This is an optimization exercise on Yosys and OpenROAD, whose aim is small area, not a production implementation. Where RTL was checked, it was by simulation tests only, not by an equivalence proof against the original. No activity file was given, so power comes from the tool's default toggle rates.

== v6 ==
==> flow/design.v <==
module elevator_controller_top(
    input wire clk,
    input wire rst,
    input wire call_up_0,
    input wire call_up_1,
    input wire call_down_1,
    input wire call_down_2,
    input wire select_floor_0,
    input wire select_floor_1,
    input wire select_floor_2,
    output reg [1:0] current_floor,
    output reg door_open,
    output reg moving_up,
    output reg moving_down
);
    reg floor_reached;
    reg [15:0] mc;              
    reg [2:0] req;
    reg passenger_inside;
    reg return_to_zero;
    reg [1:0] dest;             
    reg [1:0] target;           
    reg blinking;
    reg [8:0] bc;               
    reg [12:0] dt;              
    wire idle = !floor_reached && !moving_up && !moving_down;
    wire moving = moving_up || moving_down;
    localparam [8:0] BC_M500 = 9'h1ff, BC_T500 = 9'h43;
    localparam [12:0] DT_M5000 = 13'h1e9f, DT_T5000 = 13'hc10;
    localparam [15:0] MC_M30000 = 16'hdfe5, MC_T30000 = 16'hdee5;
    localparam [15:0] MC_M50000 = 16'hfdff, MC_T50000 = 16'ha06d;
    wire move_done = (mc & MC_M30000) == MC_T30000;
    wire stop_done = (mc & MC_M50000) == MC_T50000;
    wire blink_wrap = (bc & BC_M500) == BC_T500;
    wire window_end = (dt & DT_M5000) == DT_T5000;
    wire [15:0] mc_step = {mc[14:0], ~(mc[15] ^ mc[8])};
    wire [8:0] bc_step = {bc[7:0], ~(bc[8] ^ bc[4])};
    wire [12:0] dt_step = {dt[11:0], ~(dt[12] ^ dt[5])};
    wire req_here = (current_floor == 2'd0) ? req[0] :
                    (current_floor == 2'd1) ? req[1] : req[2];
    wire any_req = |req;
    wire [1:0] next_floor = moving_up ? current_floor + 2'd1 : current_floor - 2'd1;
    wire arrive = (target == next_floor) || (target == current_floor);
    wire end_floor = next_floor != 2'd1;
    always @(posedge clk) begin
        if (idle || (moving && move_done))
            mc <= 16'd0;
        else
            mc <= mc_step;
    end
    always @(posedge clk or posedge rst) begin
        if (rst) begin
            current_floor <= 2'd0;
            floor_reached <= 1'b0;
            moving_up <= 1'b0;
            moving_down <= 1'b0;
        end else if (idle) begin
            if (req_here) begin
                floor_reached <= 1'b1;
            end else if (any_req && target != current_floor) begin
                moving_up <= target > current_floor;
                moving_down <= !(target > current_floor);
            end
        end else if (moving) begin
            if (move_done) begin
                current_floor <= next_floor;
                if (arrive) begin
                    floor_reached <= 1'b1;
                    moving_up <= 1'b0;
                    moving_down <= 1'b0;
                end else if (end_floor) begin
                    moving_up <= 1'b0;
                    moving_down <= 1'b0;
                end
            end
        end else begin
            if (stop_done)
                floor_reached <= 1'b0;
        end
    end
    wire accept = !passenger_inside && !return_to_zero;
    wire drop = floor_reached && passenger_inside && current_floor == dest;
    always @(posedge clk or posedge rst) begin
        if (rst) begin
            req <= 3'b000;
            passenger_inside <= 1'b0;
            return_to_zero <= 1'b0;
        end else begin
            if (floor_reached) begin
                case (current_floor)
                    2'd0: req[0] <= 1'b0;
                    2'd1: req[1] <= 1'b0;
                    2'd2: req[2] <= 1'b0;
                    default: ;
                endcase
                if (drop) begin
                    passenger_inside <= 1'b0;
                    if (current_floor != 2'd0)
                        return_to_zero <= 1'b1;
                end
                if (return_to_zero && current_floor == 2'd0)
                    return_to_zero <= 1'b0;
            end
            if (return_to_zero && !floor_reached)
                req[0] <= 1'b1;
            if (accept) begin
                if (call_up_0 || select_floor_0) req[0] <= 1'b1;
                if (call_up_1 || call_down_1 || select_floor_1) req[1] <= 1'b1;
                if (call_down_2 || select_floor_2) req[2] <= 1'b1;
                if (select_floor_0 || select_floor_1 || select_floor_2)
                    passenger_inside <= 1'b1;
            end
        end
    end
    always @(posedge clk) begin
        if (accept) begin
            if (select_floor_2) dest <= 2'd2;
            else if (select_floor_1) dest <= 2'd1;
            else if (select_floor_0) dest <= 2'd0;
        end
        if (return_to_zero)
            target <= 2'd0;
        else if (passenger_inside)
            target <= dest;
        else if (any_req) begin
            if (req_here)
                target <= current_floor;
            else if (current_floor == 2'd0)
                target <= req[1] ? 2'd1 : 2'd2;
            else if (current_floor == 2'd1)
                target <= req[0] ? 2'd0 : 2'd2;
            else
                target <= req[1] ? 2'd1 : 2'd0;
        end else
            target <= current_floor;
    end
    always @(posedge clk) begin
        if (blinking)
            dt <= dt_step;
        else
            dt <= 13'd0;
    end
    always @(posedge clk or posedge rst) begin
        if (rst) begin
            blinking <= 1'b0;
            door_open <= 1'b0;
            bc <= 9'd0;
        end else if (blinking) begin
            bc <= blink_wrap ? 9'd0 : bc_step;
            if (window_end) begin
                blinking <= 1'b0;
                door_open <= 1'b0;
            end else if (blink_wrap)
                door_open <= !door_open;
        end else if (floor_reached)
            blinking <= 1'b1;
    end
endmodule
clock: 10.0 ns
lec_check: 0
cap_margin: 20
core_margin: 2
core_utilization: 40
slew_margin: 20
run.sh (not shown) runs the stock make flow with config.mk's settings and CLKGATE_MAP_FILE= SYNTH_SCRIPT=/design/flow/synth_recipe.tcl, a recipe that flattens the netlist after the stock synthesis.
In summary, v6 completed successfully, with a layout that passed the timing, design-rule and antenna checks.
Modified inputs, v7 compared to v6
-- flow/design.v --
<<< v6, line 30
    localparam [15:0] MC_M30000 = 16'hdfe5, MC_T30000 = 16'hdee5;
    localparam [15:0] MC_M50000 = 16'hfdff, MC_T50000 = 16'ha06d;
    wire move_done = (mc & MC_M30000) == MC_T30000;
    wire stop_done = (mc & MC_M50000) == MC_T50000;
    wire blink_wrap = (bc & BC_M500) == BC_T500;
    wire window_end = (dt & DT_M5000) == DT_T5000;
    wire [15:0] mc_step = {mc[14:0], ~(mc[15] ^ mc[8])};
    wire [8:0] bc_step = {bc[7:0], ~(bc[8] ^ bc[4])};
    wire [12:0] dt_step = {dt[11:0], ~(dt[12] ^ dt[5])};
    wire req_here = (current_floor == 2'd0) ? req[0] :
                    (current_floor == 2'd1) ? req[1] : req[2];
    wire any_req = |req;
    wire [1:0] next_floor = moving_up ? current_floor + 2'd1 : current_floor - 2'd1;
    wire arrive = (target == next_floor) || (target == current_floor);
    wire end_floor = next_floor != 2'd1;
    always @(posedge clk) begin
        if (idle || (moving && move_done))
            mc <= 16'd0;
        else
            mc <= mc_step;
    end
    always @(posedge clk or posedge rst) begin
>>> v7, line 30
    localparam [15:0] MC_M30000 = 16'hdfe5, MC_T30000 = 16'hdee5;
    localparam [15:0] MC_M50000 = 16'hfdff, MC_T50000 = 16'ha06d;
    localparam [15:0] MC_POL = 16'haaaa;
    localparam [12:0] DT_POL = 13'h0aaa;
    wire [15:0] mcs = mc ^ MC_POL;      
    wire [12:0] dts = dt ^ DT_POL;
    wire move_done = (mcs & MC_M30000) == MC_T30000;
    wire stop_done = (mcs & MC_M50000) == MC_T50000;
    wire blink_wrap = (bc & BC_M500) == BC_T500;
    wire window_end = (dts & DT_M5000) == DT_T5000;
    wire [15:0] mc_step = {mcs[14:0], ~(mcs[15] ^ mcs[8])};
    wire [8:0] bc_step = {bc[7:0], ~(bc[8] ^ bc[4])};
    wire [12:0] dt_step = {dts[11:0], ~(dts[12] ^ dts[5])};
    wire req_here = (~current_floor[1] & ~current_floor[0] & req[0]) |
                    (current_floor[0] & req[1]) | (current_floor[1] & req[2]);
    wire any_req = |req;
    wire [1:0] next_floor = {moving_up & current_floor[0],
                             moving_up ? ~current_floor[0] : current_floor[1]};
    wire pass_on = (moving_up & ~current_floor[0] & ~current_floor[1] & target[1]) |
                   (moving_down & current_floor[1] & ~target[1] & ~target[0]);
    wire arrive = !((moving_up & current_floor[0] & ~target[1] & ~target[0]) |
                    (moving_down & current_floor[0] & target[1])) & !pass_on;
    wire go_up = target[1] ? ~current_floor[1] : (target[0] & ~current_floor[1] & ~current_floor[0]);
    always @(posedge clk) begin
        if (idle || (moving && move_done))
            mc <= MC_POL;
        else
            mc <= mc_step ^ MC_POL;
    end
    always @(posedge clk or posedge rst) begin
<<< v6, line 59
                floor_reached <= 1'b1;
            end else if (any_req && target != current_floor) begin
                moving_up <= target > current_floor;
                moving_down <= !(target > current_floor);
            end
        end else if (moving) begin
>>> v7, line 67
                floor_reached <= 1'b1;
            end else if (any_req && target != current_floor) begin
                moving_up <= go_up;
                moving_down <= !go_up;
            end
        end else if (moving) begin
<<< v6, line 69
                    moving_up <= 1'b0;
                    moving_down <= 1'b0;
                end else if (end_floor) begin
                    moving_up <= 1'b0;
                    moving_down <= 1'b0;
>>> v7, line 77
                    moving_up <= 1'b0;
                    moving_down <= 1'b0;
                end else if (!pass_on) begin
                    moving_up <= 1'b0;
                    moving_down <= 1'b0;
<<< v6, line 137
    always @(posedge clk) begin
        if (blinking)
            dt <= dt_step;
        else
            dt <= 13'd0;
    end
    always @(posedge clk or posedge rst) begin
>>> v7, line 145
    always @(posedge clk) begin
        if (blinking)
            dt <= dt_step ^ DT_POL;
        else
            dt <= DT_POL;
    end
    always @(posedge clk or posedge rst) begin
Notes after the runs:
Area of all placed cells without fillers shrinks by a few percent when moving from v6 to v7. Measured against each other, v6 and v7 differ in relative contribution of combinational cells to total power, the lower figure coming from v7. NOTE: inverter count of the layout excluding clock inverters in v7 falls short of that of v6. Summary — number of clock buffers in the layout, v7 relative to v6: higher, by 1. Fmax (higher): v6. sky130_fd_sc_hd__dfrtp_1 as the cell with the largest stage delay on the worst path was reported by v7, and sky130_fd_sc_hd__clkdlybuf4s50_1 by v6. v7 vs. v6: ratio of final minimum period to clock period went up by 2.1 points.
Function not checked in v7: the RTL went through the layout flow alone.

==> static timing again, ports no longer ideal <==
The flow's constraints put no driver on any port. The routed layouts listed below were extracted and timed again, unchanged, in two steps.
Step 1, drivers: a clkbuf_16 drives clk and a buf_2 each remaining input, both assumed.
Step 2 adds t to the input delays and takes it off the output delays; t is the mean of the earliest and latest rising clock arrival at the registers after step 1. Input paths then give back, and output paths get back, about the clock's delay inside the block.
Slacks: no drivers / after step 1 / after step 2; pairs: no drivers / after step 1.
| run | shift t [ns] | setup WS [ns] | cell pins on the clock port's net |
|---|---|---|---|
| v6 | 0.324 | 6.594 / 6.566 / 6.832 | 1 |
| v7 | 0.328 | 6.388 / 6.363 / 6.690 | 1 |
After both steps setup and hold are still met in every run listed.
